From an optimization exercise on the open Yosys and OpenROAD flow, aimed at small area, a short achievable clock period and few clock cycles per item; shortcuts taken in it are not production practice. Where RTL was checked, it was by simulation tests only, not by an equivalence proof against the original. No activity file was given, so power comes from the tool's default toggle rates.

Design modulo_sec, start of the top module:
module modulo_sec#(
  parameter SIZE = 16,
  parameter CALCULATION_OUT = 1'b0 )(
  input clk,
  input rst,
  input [(SIZE-1):0] divident,
  input [(SIZE-1):0] divisor,
  input start,
  output done,
  output [(SIZE-1):0] remainder);
For scale: roughly 480 cells after synthesis, ~38 flip-flops, roughly 52 I/O pins, ~3400 sq um of cells after synthesis.
export LEC_CHECK = 0
export ABC_AREA = 1
export CAP_MARGIN = 20
export CORE_MARGIN = 2
export CORE_UTILIZATION = 40
export SETUP_SLACK_MARGIN = 1.8
export SLEW_MARGIN = 20
create_clock -name core_clock -period 4.0 [get_ports {clk}]
standard.sh (not shown) runs the stock make flow with config.mk's settings and CLKGATE_MAP_FILE= SYNTH_SCRIPT=/design/flow/synth_recipe.tcl, a recipe that flattens the netlist after the stock synthesis.
==> flow/flow/run.sh <==
#!/bin/bash
# The standard layout, with plain buf_1 cells (not delay cells) as the port buffers.
set -euo pipefail
bash standard.sh BUFFER_PORTS_ARGS="-buffer_cell sky130_fd_sc_hd__buf_1" finish > standard.log 2>&1
Change:
--- a/flow/config.mk
+++ b/flow/config.mk
@@ -10,4 +10,3 @@
 export CORE_MARGIN = 2
 export CORE_UTILIZATION = 40
-export SETUP_SLACK_MARGIN = 1.8
 export SLEW_MARGIN = 20
Effect: The new run ran to the end with no violations. Via count drops by about 6%. Total power fell by 12%. Design area goes down by 12%. Combinational power is lower by 14%.
No functional check of the RTL was part of any run of this note.

---

Setup of run A:
Another version of the RTL of modulo_sec (not shown whole).
Size in the first run: ~460 cells after synthesis, roughly 38 flip-flops, roughly 3200 um2 of cells after synthesis.
Settings: LEC_CHECK=0, ABC_AREA=1, CAP_MARGIN=20, CORE_MARGIN=2, CORE_UTILIZATION=40, SETUP_SLACK_MARGIN=1.5, SLEW_MARGIN=20; clock period 4.0 ns.
==> flow/flow/run.sh <==
#!/bin/bash
# The standard layout, with plain buf_1 cells (not delay cells) as the port
# buffers, and a clock tree of large buffers without dummy loads.
set -euo pipefail
bash standard.sh BUFFER_PORTS_ARGS="-buffer_cell sky130_fd_sc_hd__buf_1" \
  CTS_ARGS="-sink_clustering_enable -repair_clock_nets -dont_use_dummy_load -buf_list sky130_fd_sc_hd__clkbuf_16 -root_buf sky130_fd_sc_hd__clkbuf_16" \
  finish > standard.log 2>&1
Testbench counts of run A, summed over its fixed seeds: cycles 6,344, items 1,280.
diff inputs: run A => run B
# run A
export LEC_CHECK = 0
export ABC_AREA = 1
export CAP_MARGIN = 20
export CORE_MARGIN = 2
export CORE_UTILIZATION = 40
export SETUP_SLACK_MARGIN = 1.5
export SLEW_MARGIN = 20
create_clock -name core_clock -period 4.0 [get_ports {clk}]
# run B
export LEC_CHECK = 0
export CAP_MARGIN = 20
export CORE_MARGIN = 2
export CORE_UTILIZATION = 40
export SETUP_SLACK_MARGIN = 1.5
export SLEW_MARGIN = 20
create_clock -name core_clock -period 4.0 [get_ports {clk}]
==> flow/flow/run.sh <==
#!/bin/bash
# The standard layout, with plain buf_1 cells (not delay cells) as the port
# buffers and no dummy loads in the clock tree.
set -euo pipefail
bash standard.sh BUFFER_PORTS_ARGS="-buffer_cell sky130_fd_sc_hd__buf_1" \
  CTS_ARGS="-sink_clustering_enable -repair_clock_nets -dont_use_dummy_load" \
  finish > standard.log 2>&1
## What came out
On met2 routing resource usage after global routing: run B sits above run A. Relative contribution of sequential cells to total power (higher): run B. Of run B and run A, the run reporting the lower area fraction in and, or, nand and nor cells after synthesis was run B. [run B vs run A] hold slack: lower in run B. As of run B, sequential power had risen by a little under 10% compared to run A. The lower proportion of cell area spent on the clock network came out of run B. Run comparison: run A most common cell after layout, fill and taps aside sky130_fd_sc_hd__nand2_1; run B most common cell after layout, fill and taps aside sky130_fd_sc_hd__buf_1. Run B completed; timing, DRC and antenna clean. Relative to run A, post-layout worst setup margin has gone down in run B. Area of all placed cells without fillers improves in run B relative to run A. Launch point of the critical path: divisor[15] -> run B, divident[10] -> run A.
[inputs] run C vs run B
# run B
export LEC_CHECK = 0
export CAP_MARGIN = 20
export CORE_MARGIN = 2
export CORE_UTILIZATION = 40
export SETUP_SLACK_MARGIN = 1.5
export SLEW_MARGIN = 20
create_clock -name core_clock -period 4.0 [get_ports {clk}]
# run C
export LEC_CHECK = 0
export ABC_AREA = 1
export CAP_MARGIN = 20
export CORE_MARGIN = 2
export CORE_UTILIZATION = 40
export SETUP_SLACK_MARGIN = 1.6
export SLEW_MARGIN = 20
create_clock -name core_clock -period 4.0 [get_ports {clk}]
==> comparison <==
A combinational family with the most area after synthesis of compound AO/OA/AOI/OAI gates is what run B shows, while simple AND/OR/NAND/NOR gates belongs to run C. From run B to run C, final setup violation count did not move at all. The total design power of run C was superior to that of run B. Layout-stage area growth over the synthesis result in run C is 2.4 points higher than in run B. Actual slew at the worst max-slew pin, run C and run B: larger value in run B. Starting utilization of the core area was higher in run B than in run C. Re synthesized area: run B was higher than run C. Of run C and run B, it is run C that has the higher peak supply drop. Row sequential share of layout area: run C lower / run B higher.
Edits applied to the flow inputs when going from run C to run D:
# run C
export LEC_CHECK = 0
export ABC_AREA = 1
export CAP_MARGIN = 20
export CORE_MARGIN = 2
export CORE_UTILIZATION = 40
export SETUP_SLACK_MARGIN = 1.6
export SLEW_MARGIN = 20
create_clock -name core_clock -period 4.0 [get_ports {clk}]
# run D
export LEC_CHECK = 0
export ABC_AREA = 1
export CAP_MARGIN = 20
export CORE_MARGIN = 2
export CORE_UTILIZATION = 40
export GPL_TIMING_DRIVEN = 1
export SETUP_SLACK_MARGIN = 1.5
export SLEW_MARGIN = 20
create_clock -name core_clock -period 4.0 [get_ports {clk}]
[summary]
Of run C and run D, the run reporting the lower worst slew slack as a fraction of its limit was run D.
Run D ends up with lower fraction of area in multi-input gates than run C does.
Run D against run C: cell area after layout down about 4%, wire length of the first global-routing pass about even.
Portion of total power attributed to the clock network for run D: 0.6 points up relative to run C
Run D: total global-route track usage is 0.18 points higher than what run C reported.
Side by side, area added between synthesis and finish turned out lower in run D than in run C.
NOTE fmax run C->run D increased slightly
Run D: non-clock buffer count in the final layout is 5.0% higher than what run C reported.
#### Input delta (run E over run D)
# run D
export LEC_CHECK = 0
export ABC_AREA = 1
export CAP_MARGIN = 20
export CORE_MARGIN = 2
export CORE_UTILIZATION = 40
export GPL_TIMING_DRIVEN = 1
export SETUP_SLACK_MARGIN = 1.5
export SLEW_MARGIN = 20
create_clock -name core_clock -period 4.0 [get_ports {clk}]
# run E
export LEC_CHECK = 0
export ABC_AREA = 1
export CAP_MARGIN = 20
export CORE_MARGIN = 2
export CORE_UTILIZATION = 40
export SETUP_SLACK_MARGIN = 1.5
export SLEW_MARGIN = 20
create_clock -name core_clock -period 4.0 [get_ports {clk}]
==> run notes <==
From run D to run E, core area did not move at all. Run E against run D: count of clock-buffer cells in the layout closely matched the old numbers, fraction of area in non-clock buffers closely matched the old numbers, remaining max-slew budget at the tightest pin closely matched the old numbers, area of the mapped netlist closely matched the old numbers.

---

modulo_sec, a different RTL version from the one above (not shown whole).
Size in the first run: ~38 flip-flops, roughly 3000 um^2 of cells after synthesis.
export LEC_CHECK = 0
export CAP_MARGIN = 20
export CORE_MARGIN = 2
export CORE_UTILIZATION = 40
export SETUP_SLACK_MARGIN = 1.5
export SLEW_MARGIN = 20
create_clock -name core_clock -period 4.0 [get_ports {clk}]
==> flow/flow/run.sh <==
#!/bin/bash
# The standard layout, with plain buf_1 cells (not delay cells) as the port buffers.
set -euo pipefail
bash standard.sh BUFFER_PORTS_ARGS="-buffer_cell sky130_fd_sc_hd__buf_1" finish > standard.log 2>&1
Change:
ABC_AREA = 1   (was unset)
Result: Routed wire length shrinks by a little under a tenth; first-iteration DRC count shrinks by a few percent; count of clock-buffer cells in the layout shrinks by 1; setup slack improves by 900 ps; power shrinks by roughly a tenth; sequential power shrinks slightly; utilization barely changes; critical path depth shrinks by 1; design area grows by a few percent; area after synthesis grows by a few percent.
No functional check of the RTL was part of any run of this note.

---

modulo_sec, a different RTL version from the one above (not shown whole).
Size in the first run: roughly 510 cells after synthesis, roughly 52 I/O pins, about 0.0035 sq mm of cells after synthesis.
==> flow/design.v (excerpt) <==
module modulo_sec#(
  parameter SIZE = 16,
  parameter CALCULATION_OUT = 1'b0 )(
  input clk,
  input rst,
  input [(SIZE-1):0] divident,
  input [(SIZE-1):0] divisor,
  input start,
  output done,
  output [(SIZE-1):0] remainder);
==> flow/config.mk <==
export PLATFORM = sky130hd
export DESIGN_NAME = modulo_sec
export DESIGN_NICKNAME = modulo_sec
export VERILOG_FILES = /design/flow/design.v
export SDC_FILE = /design/flow/constraint.sdc
export NUM_CORES = 4
export LEC_CHECK = 0
export ABC_AREA = 1
export CAP_MARGIN = 20
export CORE_MARGIN = 2
export CORE_UTILIZATION = 40
export SLEW_MARGIN = 20
==> flow/constraint.sdc <==
create_clock -name core_clock -period 4.0 [get_ports {clk}]
set_input_delay 0.8000 -clock core_clock [delete_from_list [all_inputs] [get_ports {clk}]]
set_output_delay 0.8000 -clock core_clock [all_outputs]
set_load 0.01 [all_outputs]
Scripts as last shown in full above: flow/flow/run.sh
The baseline finished clean.
Then changed:
Settings changed: SETUP_SLACK_MARGIN from default to 1.5, TNS_END_PERCENT from default to 0.
Utilization climbs by 5.0 points.
Design area climbs by 11%.
Global-route usage climbs by 0.49 points.
No functional check of the RTL was part of any run of this note.

---

modulo_sec, a different RTL version from the one above (not shown whole).
For scale: roughly 38 flip-flops, about 52 I/O pins.
Settings: LEC_CHECK=0, ABC_AREA=1, CAP_MARGIN=20, CORE_MARGIN=2, CORE_UTILIZATION=40, SETUP_SLACK_MARGIN=1.65, SLEW_MARGIN=20; clock period 4.0 ns.
Scripts as last shown in full above: flow/flow/run.sh
The starting point ran to the end with no violations.
Testbench counts at the start, summed over its fixed seeds: cycles 6,344, items 1,280.
Then changed:
- SETUP_SLACK_MARGIN: 1.65 -> 1.7
- TNS_END_PERCENT: unset -> 0
Fmax decreases by 0.58%.
Clock-buffer cell count drops by 2.
Synthesized area is unchanged.
Then changed:
- CORE_UTILIZATION: 40 -> 65
- SETUP_SLACK_MARGIN: 1.7 -> 1.5
- TNS_END_PERCENT: 0 -> unset
What happened: Final area fell by 0.84%; non-clock buffer count does not change; wire length fell by about 4.3%; synthesized cell count stays the same; count of clock-buffer cells in the layout does not change; die area fell by 37%.
Then changed:
==> flow/flow/run.sh (replaced) <==
#!/bin/bash
# The standard layout, with plain buf_1 cells (not delay cells) as the port
# buffers and no dummy loads in the clock tree.
set -euo pipefail
bash standard.sh BUFFER_PORTS_ARGS="-buffer_cell sky130_fd_sc_hd__buf_1" \
  CTS_ARGS="-sink_clustering_enable -repair_clock_nets -dont_use_dummy_load" \
  finish > standard.log 2>&1
- CORE_UTILIZATION: 65 -> 40
Die area increases by about 60%.
Critical path depth came out higher by 2.
Area after synthesis stays the same.
Wire length increases by 4.1%.
Via count falls by 3.9%.
Clock-buffer cell count stays the same.
Final area is about the same.
Synthesized cell count stays the same.

-- re-timing with driven ports --
The flow's constraints put no driver on any port. The routed layouts listed below were extracted and timed again, unchanged, in two steps. Step 1 sets driving cells, clkbuf_16 on the clock port and buf_2 on the other inputs (assumed; they add their load-dependent delay and slew). Step 2, shift: input delay + t, output delay - t, t = (earliest + latest rising clock arrival at the registers) / 2. This alone moves slack from input paths to output paths. a / b / c = no drivers / after step 1 / after step 2; a / b = the first two.
run	shift t [ns]	setup WS [ns]	worst setup path after step 2
the first run of note 1	0.345	1.577 / 1.584 / 1.239	input to register
the second run of note 1	0.328	1.266 / 1.277 / 0.949	input to register
run A	0.314	1.526 / 1.529 / 1.215	input to register
run B	0.322	1.415 / 1.400 / 1.078	input to register
run C	0.314	1.511 / 1.503 / 1.189	input to register
run D	0.315	1.559 / 1.566 / 1.251	input to register
run E	0.315	1.559 / 1.566 / 1.251	input to register
the first run of note 3	0.316	0.510 / 0.505 / 0.189	input to register
the second run of note 3	0.315	1.408 / 1.393 / 1.078	input to register
the first run of note 4	0.317	0.836 / 0.849 / 0.532	input to register
the second run of note 4	0.316	1.025 / 1.013 / 0.698	input to register
the first run of note 5	0.326	1.592 / 1.598 / 1.273	input to register
the second run of note 5	0.328	1.577 / 1.588 / 1.260	input to register
the third run of note 5	0.323	1.502 / 1.502 / 1.260	input to register
the fourth run of note 5	0.323	1.581 / 1.587 / 1.264	input to register
After both steps every run listed still meets setup and hold. The setup slack of the first run of note 1, which loses most, moves by +0.007 ns with the drivers and by -0.338 ns with both steps.
